Context: an optimization exercise on an open-source flow, tuned for small area, a short achievable clock period and few clock cycles. The choices shown serve that exercise and are no tape-out recipe.
The RTL of this run was laid out without a check of its function.

--- design/flow/design.v ---
module stack_machine (
    clk,
    rst,
    start,
    ready,
    x_input,
    y_output,
    skip_pixel,
    output_queue_index,
    output_queue_get,
    output_queue_length,
    output_queue_data_out,
    output_queue_ready
);
input clk;
input rst;
input      start;
output     ready;
input      [9:0] x_input;
output reg [8:0] y_output;
output reg       skip_pixel;
output reg [5:0]  output_queue_index;
output reg        output_queue_get;
input      [6:0]  output_queue_length;
input      [19:0] output_queue_data_out;
input             output_queue_ready;
localparam NS = 10;               
localparam [18:0] VMAX = 19'h3ffff;
localparam [18:0] VMIN = 19'h40000;
localparam [3:0] ST_IDLE  = 4'd0,
                 ST_RUN   = 4'd1,
                 ST_FIN   = 4'd2,
                 ST_SINIT = 4'd3,
                 ST_TSCAN = 4'd4,
                 ST_ROOTS = 4'd5,
                 ST_DN    = 4'd6,
                 ST_FS1   = 4'd7,
                 ST_FS2   = 4'd8,
                 ST_UPB   = 4'd9,
                 ST_UPS   = 4'd10,
                 ST_FS3   = 4'd11,
                 ST_SWAP  = 4'd12,
                 ST_OPX   = 4'd13,
                 ST_OPW   = 4'd14,
                 ST_ROOT  = 4'd15;
localparam [1:0] U_MUL = 2'd0, U_POW = 2'd1, U_DIV = 2'd2;
reg  [3:0]  state;
reg         rdy;
reg  [9:0]  xr;
reg  [18:0] S [0:NS-1];
reg  [3:0]  dp;                   
reg  [6:0]  c;                    
reg         pend;                 
reg         rv;                   
reg         u_busy;
reg  [1:0]  u_kind;
reg  [3:0]  u_cnt;
reg         u_wb;                 
reg  [10:0] pw;                   
reg  signed [20:0] acc;           
reg  [5:0]  ml1;                  
reg  [6:0]  ml2;                  
reg  [18:0] rem;                  
reg         dsign;
reg         dovf;
reg  [6:0]  T;
reg  [6:0]  si;
reg  [6:0]  cnt;
reg  [6:0]  q;
reg  [6:0]  sq;
reg  [6:0]  sr;
reg  [6:0]  sj;
wire [18:0] S0 = S[0];
wire [18:0] S1 = S[1];
assign ready = rdy;
wire signed [10:0] xd  = $signed({1'b0, xr}) - 11'sd320;
wire        [9:0]  xad = xd[10] ? 10'(-xd) : xd[9:0];
wire        [25:0] xm  = xad * 16'd52429;           
wire        [13:0] xq  = xm[25:12];
wire        [18:0] X   = xd[10] ? -{5'd0, xq} : {5'd0, xq};
wire [19:0] qd     = output_queue_data_out;
wire        it_op  = qd[19] & (qd[2:0] != 3'd6);
wire [2:0]  opc    = qd[2:0];
wire [18:0] pv     = qd[19] ? X : qd[18:0];
wire [19:0] sum   = {S1[18], S1} + {S0[18], S0};
wire [19:0] dif   = {S1[18], S1} - {S0[18], S0};
wire [18:0] r_add = (sum[19] != sum[18]) ? (sum[19] ? VMIN : VMAX) : sum[18:0];
wire [18:0] r_sub = (dif[19] != dif[18]) ? (dif[19] ? VMIN : VMAX) : dif[18:0];
wire [20:0]        yx   = {{2{S1[18]}}, S1};
wire [6:0]         ych  = (u_cnt[1:0] == 2'd0) ? yx[6:0] : (u_cnt[1:0] == 2'd1) ? yx[13:7] : yx[20:14];
wire signed [7:0]  ychs = (u_cnt[1:0] == 2'd2) ? {ych[6], ych} : {1'b0, ych};
wire signed [26:0] pp   = $signed(S0) * ychs;
wire signed [27:0] accin = (u_cnt[1:0] == 2'd0) ? (28'sd128 - {27'd0, S0[18] ^ S1[18]}) : {{7{acc[20]}}, acc};
wire signed [27:0] msum = accin + pp;
wire [18:0]        r_mul = (acc > 21'sd31)  ? VMAX :
                           (acc < -21'sd32) ? VMIN : {acc[5:0], ml2, ml1};
wire [18:0] aS0 = S0[18] ? -S0 : S0;
wire [18:0] aS1 = S1[18] ? -S1 : S1;
wire [19:0] d1  = {rem, S1[18]} - {1'b0, S0};
wire        q1  = ~d1[19];
wire [18:0] r1  = q1 ? d1[18:0] : {rem[17:0], S1[18]};
wire [19:0] d2  = {r1, S1[17]} - {1'b0, S0};
wire        q2  = ~d2[19];
wire [18:0] r2  = q2 ? d2[18:0] : {r1[17:0], S1[17]};
wire [18:0] r_div = dovf ? (dsign ? VMIN : VMAX) : (dsign ? -{1'b0, S1[17:0]} : {1'b0, S1[17:0]});
wire        [18:0] s0v = (dp == 4'd0) ? 19'd0 : S0;
wire signed [24:0] yr  = 25'sd61440 + $signed({17'd0, s0v[7:0]}) - $signed(s0v) * 25'sd20;
wire               yskip = yr[24] | (yr >= 25'sd123136);
wire [6:0] L = output_queue_length;
localparam [3:0] MV_HOLD = 0, MV_PUSH = 1, MV_POP = 2, MV_DRAIN = 3, MV_SWAP = 4,
                 MV_SET0 = 5, MV_COPY = 6, MV_DIVA = 7, MV_DIVS = 8;
reg  [3:0]  mv;
reg  [18:0] res;
reg  [3:0]  state_n;
reg         get_n;
reg  [6:0]  f_n;
reg  [6:0]  f;                    
reg         pend_n;
reg         u_busy_n;
reg         ex;                   
reg         ex_done;              
reg         ustart;               
reg  [1:0]  ustart_kind;
reg         skip_set;
reg         slow;
always @(*) begin
    slow = (state != ST_RUN);
    ex   = ((state == ST_RUN) & pend & ~u_busy) |
           ((state == ST_DN) & rv & ~it_op) | ((state == ST_OPX) & rv);
    mv          = MV_HOLD;
    res         = r_add;
    ustart      = 1'b0;
    ustart_kind = U_MUL;
    ex_done     = 1'b0;
    skip_set    = 1'b0;
    state_n     = state;
    if (u_busy) begin
        if (u_wb) begin
            if (u_kind == U_DIV) begin
                mv  = MV_POP;
                res = r_div;
            end else begin
                res = r_mul;
                mv  = (u_kind == U_POW && pw != 11'd1) ? MV_SET0 : MV_POP;
            end
        end else if (u_kind == U_DIV) begin
            mv = MV_DIVS;
        end
    end
    if (ex) begin
        if (!it_op) begin
            if (!slow && dp == NS) begin
                state_n = ST_SINIT;
            end else begin
                mv = MV_PUSH;
                ex_done = 1'b1;
            end
        end else if (dp < 4'd2) begin
            state_n = ST_FIN;
        end else begin
            case (opc)
                3'd0: begin mv = MV_POP; res = r_add; ex_done = 1'b1; end
                3'd1: begin mv = MV_POP; res = r_sub; ex_done = 1'b1; end
                3'd2: begin ustart = 1'b1; ustart_kind = U_MUL; end
                3'd3: begin
                    if (S0 == 19'd0) begin
                        skip_set = 1'b1;
                        state_n  = ST_IDLE;
                    end else begin
                        mv = MV_DIVA;
                        ustart = 1'b1; ustart_kind = U_DIV;
                    end
                end
                3'd4: begin
                    if (S0[18:9] == 10'd0) begin
                        if (S0[8]) mv = MV_DRAIN;
                        else begin mv = MV_POP; res = 19'd256; end
                        ex_done = 1'b1;
                    end else begin
                        mv = MV_COPY;
                        ustart = 1'b1; ustart_kind = U_POW;
                    end
                end
                default: begin mv = MV_POP; res = r_sub; ex_done = 1'b1; end
            endcase
        end
    end
    if (state == ST_FIN && dp > 4'd1) mv = MV_DRAIN;
    if (state == ST_SWAP) mv = MV_SWAP;
    if (state == ST_ROOT && sq != 7'd0) mv = MV_DRAIN;
end
always @(*) begin
    if (ustart) u_busy_n = 1'b1;
    else if (u_busy && u_wb && !(u_kind == U_POW && pw != 11'd1)) u_busy_n = 1'b0;
    else u_busy_n = u_busy;
end
integer k;
always @(posedge clk) begin
    case (mv)
        MV_PUSH: begin
            S[0] <= pv;
            for (k = 1; k < NS; k = k + 1) S[k] <= S[k-1];
        end
        MV_POP: begin
            S[0] <= res;
            for (k = 1; k < NS - 1; k = k + 1) S[k] <= S[k+1];
        end
        MV_DRAIN: begin
            for (k = 0; k < NS - 1; k = k + 1) S[k] <= S[k+1];
        end
        MV_SWAP: begin
            S[0] <= S1;
            S[1] <= S0;
        end
        MV_SET0: S[0] <= res;
        MV_COPY: S[0] <= S1;
        MV_DIVA: begin
            S[0] <= aS0;
            S[1] <= {aS1[9:0], 9'd0};
        end
        MV_DIVS: S[1] <= {S1[16:0], q1, q2};
        default: ;
    endcase
    case (mv)
        MV_PUSH:           dp <= dp + 4'd1;
        MV_POP, MV_DRAIN:  dp <= dp - 4'd1;
        default: ;
    endcase
    u_busy <= u_busy_n;
    if (ustart) begin
        u_kind <= ustart_kind;
        u_cnt  <= 4'd0;
        u_wb   <= 1'b0;
        if (ustart_kind == U_MUL) begin
            acc   <= msum[27:7];
            u_cnt <= 4'd1;
        end
        if (ustart_kind == U_POW) pw <= S0[18:8] - 11'd1;
        if (ustart_kind == U_DIV) begin
            rem   <= {10'd0, aS1[18:10]};
            dsign <= S0[18] ^ S1[18];
        end
    end else if (u_busy) begin
        if (u_wb) begin
            u_wb  <= 1'b0;
            u_cnt <= 4'd0;
            if (u_kind == U_POW) pw <= pw - 11'd1;
        end else if (u_kind == U_DIV) begin
            if (u_cnt == 4'd0) dovf <= (rem >= S0);
            rem   <= r2;
            u_cnt <= u_cnt + 4'd1;
            if (u_cnt == 4'd8) u_wb <= 1'b1;
        end else begin
            acc   <= msum[27:7];
            if (u_cnt[1:0] == 2'd1) ml1 <= msum[6:1];
            if (u_cnt[1:0] == 2'd2) ml2 <= msum[6:0];
            u_cnt <= u_cnt + 4'd1;
            if (u_cnt[1:0] == 2'd2) u_wb <= 1'b1;
        end
    end
    if (skip_set) skip_pixel <= 1'b1;
    if (state == ST_FIN && dp <= 4'd1) begin
        skip_pixel <= yskip;
        y_output   <= yr[16:8];
    end
    if (state == ST_IDLE || state == ST_SINIT) dp <= 4'd0;
    if (rst) begin
        u_busy <= 1'b0;
        u_wb   <= 1'b0;
        u_cnt  <= 4'd0;
        dp     <= 4'd0;
    end
end
always @(posedge clk) begin
    rv   <= output_queue_get;
    rdy  <= 1'b0;
    output_queue_get <= 1'b0;
    case (state)
        ST_IDLE: begin
            rdy <= 1'b1;
            output_queue_get   <= 1'b1;
            output_queue_index <= 6'd0;
            f <= 7'd0;
            if (start) begin
                xr   <= x_input;
                c    <= 7'd0;
                pend <= 1'b1;
                rdy  <= 1'b0;
                if (L == 7'd0) begin
                    state <= ST_FIN;
                    output_queue_get <= 1'b0;
                end else begin
                    state <= ST_RUN;
                    f <= 7'd1;
                    output_queue_index <= 6'd1;
                    output_queue_get   <= (L > 7'd1);
                end
            end
        end
        ST_RUN: begin
            begin : run_blk
                reg p_n;
                reg [6:0] fn;
                reg [6:0] cn;
                p_n = output_queue_get | (pend & ~ex);
                fn  = f + {6'd0, output_queue_get};
                cn  = c + {6'd0, ex};
                pend <= p_n;
                f    <= fn;
                c    <= cn;
                output_queue_index <= fn[5:0];
                output_queue_get   <= (fn < L) & (~p_n | ~u_busy_n);
                if (state_n != ST_RUN) begin
                    state <= state_n;
                    output_queue_get <= 1'b0;
                    if (state_n == ST_IDLE) begin
                        rdy <= 1'b1;
                        output_queue_get   <= 1'b1;
                        output_queue_index <= 6'd0;
                        f <= 7'd0;
                    end
                end else if ((ex_done && cn == L) ||
                             (u_busy && !u_busy_n && c == L)) begin
                    state <= ST_FIN;
                    output_queue_get <= 1'b0;
                end
            end
        end
        ST_FIN: begin
            if (dp <= 4'd1) begin
                state <= ST_IDLE;
                rdy   <= 1'b1;
                output_queue_get   <= 1'b1;
                output_queue_index <= 6'd0;
                f <= 7'd0;
            end
        end
        ST_SINIT: begin
            si  <= 7'd0;
            cnt <= 7'd0;
            if (L == 7'd0) begin
                T <= 7'd0;
                state <= ST_ROOTS;
            end else begin
                output_queue_get   <= 1'b1;
                output_queue_index <= 6'd0;
                state <= ST_TSCAN;
            end
        end
        ST_TSCAN: if (rv) begin
            if (it_op && cnt < 7'd2) begin
                T <= si;
                state <= ST_ROOTS;
            end else begin
                cnt <= it_op ? cnt - 7'd1 : cnt + 7'd1;
                si  <= si + 7'd1;
                if (si + 7'd1 == L) begin
                    T <= L;
                    state <= ST_ROOTS;
                end else begin
                    output_queue_get   <= 1'b1;
                    output_queue_index <= 6'(si + 7'd1);
                end
            end
        end
        ST_ROOTS: begin
            if (T == 7'd0) state <= ST_FIN;
            else begin
                q <= T - 7'd1;
                output_queue_get   <= 1'b1;
                output_queue_index <= 6'(T - 7'd1);
                state <= ST_DN;
            end
        end
        ST_DN: if (rv) begin
            if (!it_op) begin
                sq <= q;
                state <= ST_UPB;
            end else begin
                si  <= q - 7'd1;
                cnt <= 7'd1;
                output_queue_get   <= 1'b1;
                output_queue_index <= 6'(q - 7'd1);
                state <= ST_FS1;
            end
        end
        ST_FS1, ST_FS2, ST_FS3: if (rv) begin
            begin : fs_blk
                reg [6:0] cn;
                cn = it_op ? cnt + 7'd1 : cnt - 7'd1;
                if (cn != 7'd0) begin
                    cnt <= cn;
                    si  <= si - 7'd1;
                    output_queue_get   <= 1'b1;
                    output_queue_index <= 6'(si - 7'd1);
                end else if (state == ST_FS1) begin
                    sr  <= si;
                    si  <= si - 7'd1;
                    cnt <= 7'd1;
                    output_queue_get   <= 1'b1;
                    output_queue_index <= 6'(si - 7'd1);
                    state <= ST_FS2;
                end else if (state == ST_FS2) begin
                    if ((sr - si) >= (q - sr)) begin
                        q <= sr - 7'd1;
                        output_queue_index <= 6'(sr - 7'd1);
                    end else begin
                        q <= q - 7'd1;
                        output_queue_index <= 6'(q - 7'd1);
                    end
                    output_queue_get <= 1'b1;
                    state <= ST_DN;
                end else begin
                    if ((q - sq + 7'd1) > (sq - si)) begin
                        q <= sq - 7'd1;
                        output_queue_index <= 6'(sq - 7'd1);
                        state <= ST_DN;
                    end else begin
                        q  <= sj;
                        sq <= si;
                        output_queue_index <= 6'(sj);
                        state <= ST_OPX;
                    end
                    output_queue_get <= 1'b1;
                end
            end
        end
        ST_UPB: begin
            if (q + 7'd1 == T) state <= ST_ROOT;
            else begin
                si  <= q + 7'd1;
                cnt <= 7'd0;
                output_queue_get   <= 1'b1;
                output_queue_index <= 6'(q + 7'd1);
                state <= ST_UPS;
            end
        end
        ST_UPS: if (rv) begin
            if (it_op && cnt == 7'd0) begin
                sj  <= si;
                si  <= sq - 7'd1;
                cnt <= 7'd1;
                output_queue_get   <= 1'b1;
                output_queue_index <= 6'(sq - 7'd1);
                state <= ST_FS3;
            end else if (it_op && cnt == 7'd1) begin
                sj <= si;
                if ((q - sq + 7'd1) >= (si - 7'd1 - q)) begin
                    q <= si - 7'd1;
                    output_queue_get   <= 1'b1;
                    output_queue_index <= 6'(si - 7'd1);
                    state <= ST_DN;
                end else begin
                    q <= si;
                    state <= ST_SWAP;
                end
            end else begin
                cnt <= it_op ? cnt - 7'd1 : cnt + 7'd1;
                si  <= si + 7'd1;
                if (si + 7'd1 == T) state <= ST_ROOT;
                else begin
                    output_queue_get   <= 1'b1;
                    output_queue_index <= 6'(si + 7'd1);
                end
            end
        end
        ST_SWAP: begin
            output_queue_get   <= 1'b1;
            output_queue_index <= 6'(q);
            state <= ST_OPX;
        end
        ST_OPX: if (rv) begin
            if (state_n == ST_IDLE) begin
                state <= ST_IDLE;
                rdy   <= 1'b1;
                output_queue_get   <= 1'b1;
                output_queue_index <= 6'd0;
                f <= 7'd0;
            end else if (ustart) state <= ST_OPW;
            else state <= ST_UPB;
        end
        ST_OPW: if (!u_busy_n) state <= ST_UPB;
        ST_ROOT: begin
            if (sq == 7'd0) state <= ST_FIN;
            else begin
                q <= sq - 7'd1;
                output_queue_get   <= 1'b1;
                output_queue_index <= 6'(sq - 7'd1);
                state <= ST_DN;
            end
        end
        default: state <= ST_IDLE;
    endcase
    if (rst) begin
        state <= ST_IDLE;
        rdy   <= 1'b1;
        output_queue_get <= 1'b1;
        pend  <= 1'b0;
        f     <= 7'd0;
        output_queue_index <= 6'd0;
    end
end
endmodule
--- design/flow/run.sh ---
#!/bin/bash
# synth_recipe.tcl (not shown) runs the flow's synth.tcl, then flattens the netlist and writes it again
# the make line also repeats each setting of config.mk as NAME=value (left out here)
make -C /OpenROAD-flow-scripts/flow DESIGN_CONFIG=/design/flow/config.mk WORK_HOME=/design/flow/orfs CLKGATE_MAP_FILE= SYNTH_SCRIPT=/design/flow/synth_recipe.tcl finish
--- design/flow/config.mk ---
export PLATFORM = sky130hd
export DESIGN_NAME = stack_machine
export DESIGN_NICKNAME = stack_machine
export VERILOG_FILES = /design/flow/design.v
export SDC_FILE = /design/flow/constraint.sdc
export NUM_CORES = 4
export LEC_CHECK = 0
export CAP_MARGIN = 20
export CORE_MARGIN = 2
export CORE_UTILIZATION = 40
export SLEW_MARGIN = 20
--- design/flow/constraint.sdc ---
create_clock -name core_clock -period 7.0 [get_ports {clk}]
set_input_delay 1.4000 -clock core_clock [delete_from_list [all_inputs] [get_ports {clk}]]
set_output_delay 1.4000 -clock core_clock [all_outputs]
set_load 0.01 [all_outputs]
==> qor.csv <==
metric;value;unit
Final GP Congestion;1.03;
Iter 0 DRT Violations;3454;
worst-case clock buffer depth;3;
Least-Margin Pin Slew;1.10;ns
clock transition at the registers of the reported paths;0.06;ns
Hold Crit Depth;0;
Clock Latency Late Sink;0.64;ns
ratio of cells with drive above 1 in the final layout;14.9;%
via count;32700;
hold wc startpoint;S[8][12]$_DFFE_PP_;
ys flop type;edfxtp_1;
Worst setup SP type;register;
Setup Total Neg Slack;0;ns
CTS tree;built;
FFs w/ async S/R, synth;0;%
most common cell after layout, fill and taps aside;nor2_1;
Yosys top cell by area;edfxtp_1;
f_max;145;MHz
Cell Area, Synth;0.0381;sq mm
Finish-stage setup viols;0;
Layout Nets;4920;
Layout area overhead;15.1;%
vias per cell;5.80;
Cells after DPL;5535;
WL final;125000;microns
vias in the first global route;31900;
first-pass GRT wire length;192000;microns
Starting Density;40.2;%
post-place setup slack;-0.363;ns
library cells used by synthesis;95;
Finished Layout Cells;5641;
gr usage total;25.2;%
Final Hold Viols;0;
clk_skew;0.0443;ns
Synthesized Nets;4756;
post-layout min period;6.88;ns
Die Y;313;microns
Final ANT Viol Nets;0;
status;complete, no violations;
Sink Count;365;
Max stage delay on crit path;0.56;ns
drt wl/cell;22.2;microns
critical path peak fanout;6;
drt first pass iters;7;
synth warn;2;
cts hold-fix bufs;0;
Most Frequent Cell on Critical Path;fa_1;
crit path buf inv count;7;
Avg Synthesized Cell Area;9.14;sq um
most frequent cells in the layout;nor2_1, ha_1, inv_1;
largest net degree at the start of global routing;74;
Worst Hold Class;register to register;
synth top area cells;edfxtp_1, ha_1, fa_1, xnor2_1, mux2_2;
Residual DRC;0;
Setup crit end kind;register;
Min Hold Slack;0.410;ns
H-tree depth;2;
max-cap violations;0;
Reg2Reg Setup Slack;0.12;ns
Critical Path RT;7.34;ns
RSZ-0062 raised after global routing;true;
number of synthesized flops with an enable pin;334;
cell count after synthesis;4172;
CTS root buf;clkbuf_16;
IO Port Bufs;57;
Core Box Area;0.0947;sq mm
Routed met1 length;54000;microns
DR top layer;met5;
Die Width;313;microns
gr ovfl total;0;
Crit path arrival time;7.22;ns
io pins;59;
initial antenna violation count;2;
Hold Path Sink;S[9][12]$_DFFE_PP_;
CP Class;register to register;
row count;113;
fin crit share;98.3;%
CP max-delay cell;fa_1;
wire length on met3;11100;microns
register area share after synthesis;27.9;%
Reg2Reg Depth;28;
Yosys top cell area share;26.3;%
die area;0.0978;sq mm
cell family with most CP delay;adder cells;
Post-DP HPWL;96600;microns
max-slew violations;0;
FF-to-FF End;S[0][14]$_DFFE_PP_;
Num CTS Buffers;47;
post-route setup slack;0.116;ns
RR Startpoint;xr[0]$_DFFE_PP_;
number of synthesized register bits;365;
relative slew slack;26.0;%
met2 wire length;53600;microns
repair_timing:
action / CTS / global route
gates cloned: 0 / 1
endpoints found under the setup margin: 33 / 42
buffers inserted: 3 / 15
pin swaps: 10 / 78
gates resized for setup: 23 / 103
state kept, by name, summed over array words and instances (netlist names), 6 cells and up:
register and flops:
output_queue_index 6, pw 11, rem 19, y_output 9, cnt 7, T 7, q 7, S 190
f 7, c 7, xr 10, sr 7, sq 7, si 7, ml1 6, sj 7
ml2 7, acc 21
worst max-delay path by stage:
stage | startpoint | to | depth (start not counted)
global placement | u_cnt[1]$_SDFFE_PP0N_ | acc[20]$_DFFE_PP_ | 25
global route | xr[2]$_DFFE_PP_ | S[0][14]$_DFFE_PP_ | 29
CTS | xr[7]$_DFFE_PP_ | S[0][11]$_DFFE_PP_ | 27
floorplan | u_cnt[0]$_SDFFE_PP0N_ | acc[20]$_DFFE_PP_ | 26
detailed placement | u_cnt[1]$_SDFFE_PP0N_ | acc[20]$_DFFE_PP_ | 25
finish | xr[0]$_DFFE_PP_ | S[0][14]$_DFFE_PP_ | 28
metal layers:
layer	global-route usage [%]	vias to the layer above
met4	11.1	2
met2	38.4	1415
met5	0	-
li1	-	15300
met3	4.39	291
met1	35.0	15700
worst register-to-register path: cells and delay by family (launching register included):
kind	cells	cell delay (ns)
XOR/XNOR	1	0.13
buffers and inverters	7	0.83
AO/OA/AOI/OAI	8	1.74
multiplexers	2	0.46
adder cells (fa/ha/maj)	7	2.59
AND/OR/NAND/NOR	3	0.39
flip-flops	1	0.47
area by class of cell:
cell class,count,area (sq um)
timing repair buffer,327,2770
multi-input combinational,3230,25900
tap,1265,1580
antenna,1,2.50
inverter,365,1380
fill,9204,50900
sequential,365,10700
clock buffer,57,1250
clock inverter,31,297
Yosys cell counts (48+ instances only):
cell and number:
nand2_1 326, clkbuf_1 169, fa_1 186, nand3_1 120, nand2b_1 48, o21ai_0 139
inv_1 350, ha_1 357, nor2_1 359, mux2_2 140, edfxtp_1 334, nor3_1 96
xnor2_1 214, xor2_1 90, a21o_1 62, a21oi_1 279, a211oi_1 49
cell families (layout without fill, tap and decap cells):
family / Yosys count / count (layout) / synth area share [%]
compound gates: 944 / 944 / 16.5
xor+xnor: 304 / 304 / 6.98
fa+ha+maj: 543 / 543 / 21.5
buf+inv: 577 / 780 / 5.88
flops: 365 / 365 / 27.9
mux: 192 / 192 / 5.52
other cells: 0 / 1 / 0
simple gates: 1247 / 1247 / 15.7
through the flow:
stage / instance area [sq um] / util, %
4_1_cts: 43300 / 45.7
6_report: 43900 / 46.3
2_1_floorplan: 38300 / -
3_3_place_gp: 41600 / 43.9
3_5_place_dp: 41600 / 43.9
5_1_grt: 43900 / 46.3

port drivers added, routing unchanged:
The flow's constraints put no driver on any port. The routed layout listed below was extracted and timed again, unchanged, in two steps.
Step 1: set_driving_cell puts a clkbuf_16 on clk and a buf_2 on each other input, an assumption about the parent block.
Step 2 adds t to the input delays and takes it off the output delays; t is the mean of the earliest and latest rising clock arrival at the registers after step 1. Input paths then give back, and output paths get back, about the clock's delay inside the block.
a / b / c = ideal ports / drivers / drivers and shift; a / b = the first two.
t, ns: 0.686
setup WS [ns]: 0.116 / 0.116 / 0.116
hold slack, ns: 0.410 / 0.410 / 0.410
cell pins on the clock port's net: 1
After both steps this run still meets setup and hold. For this run, drivers alone change the setup slack by 0.000 ns; drivers and shift together by 0.000 ns.
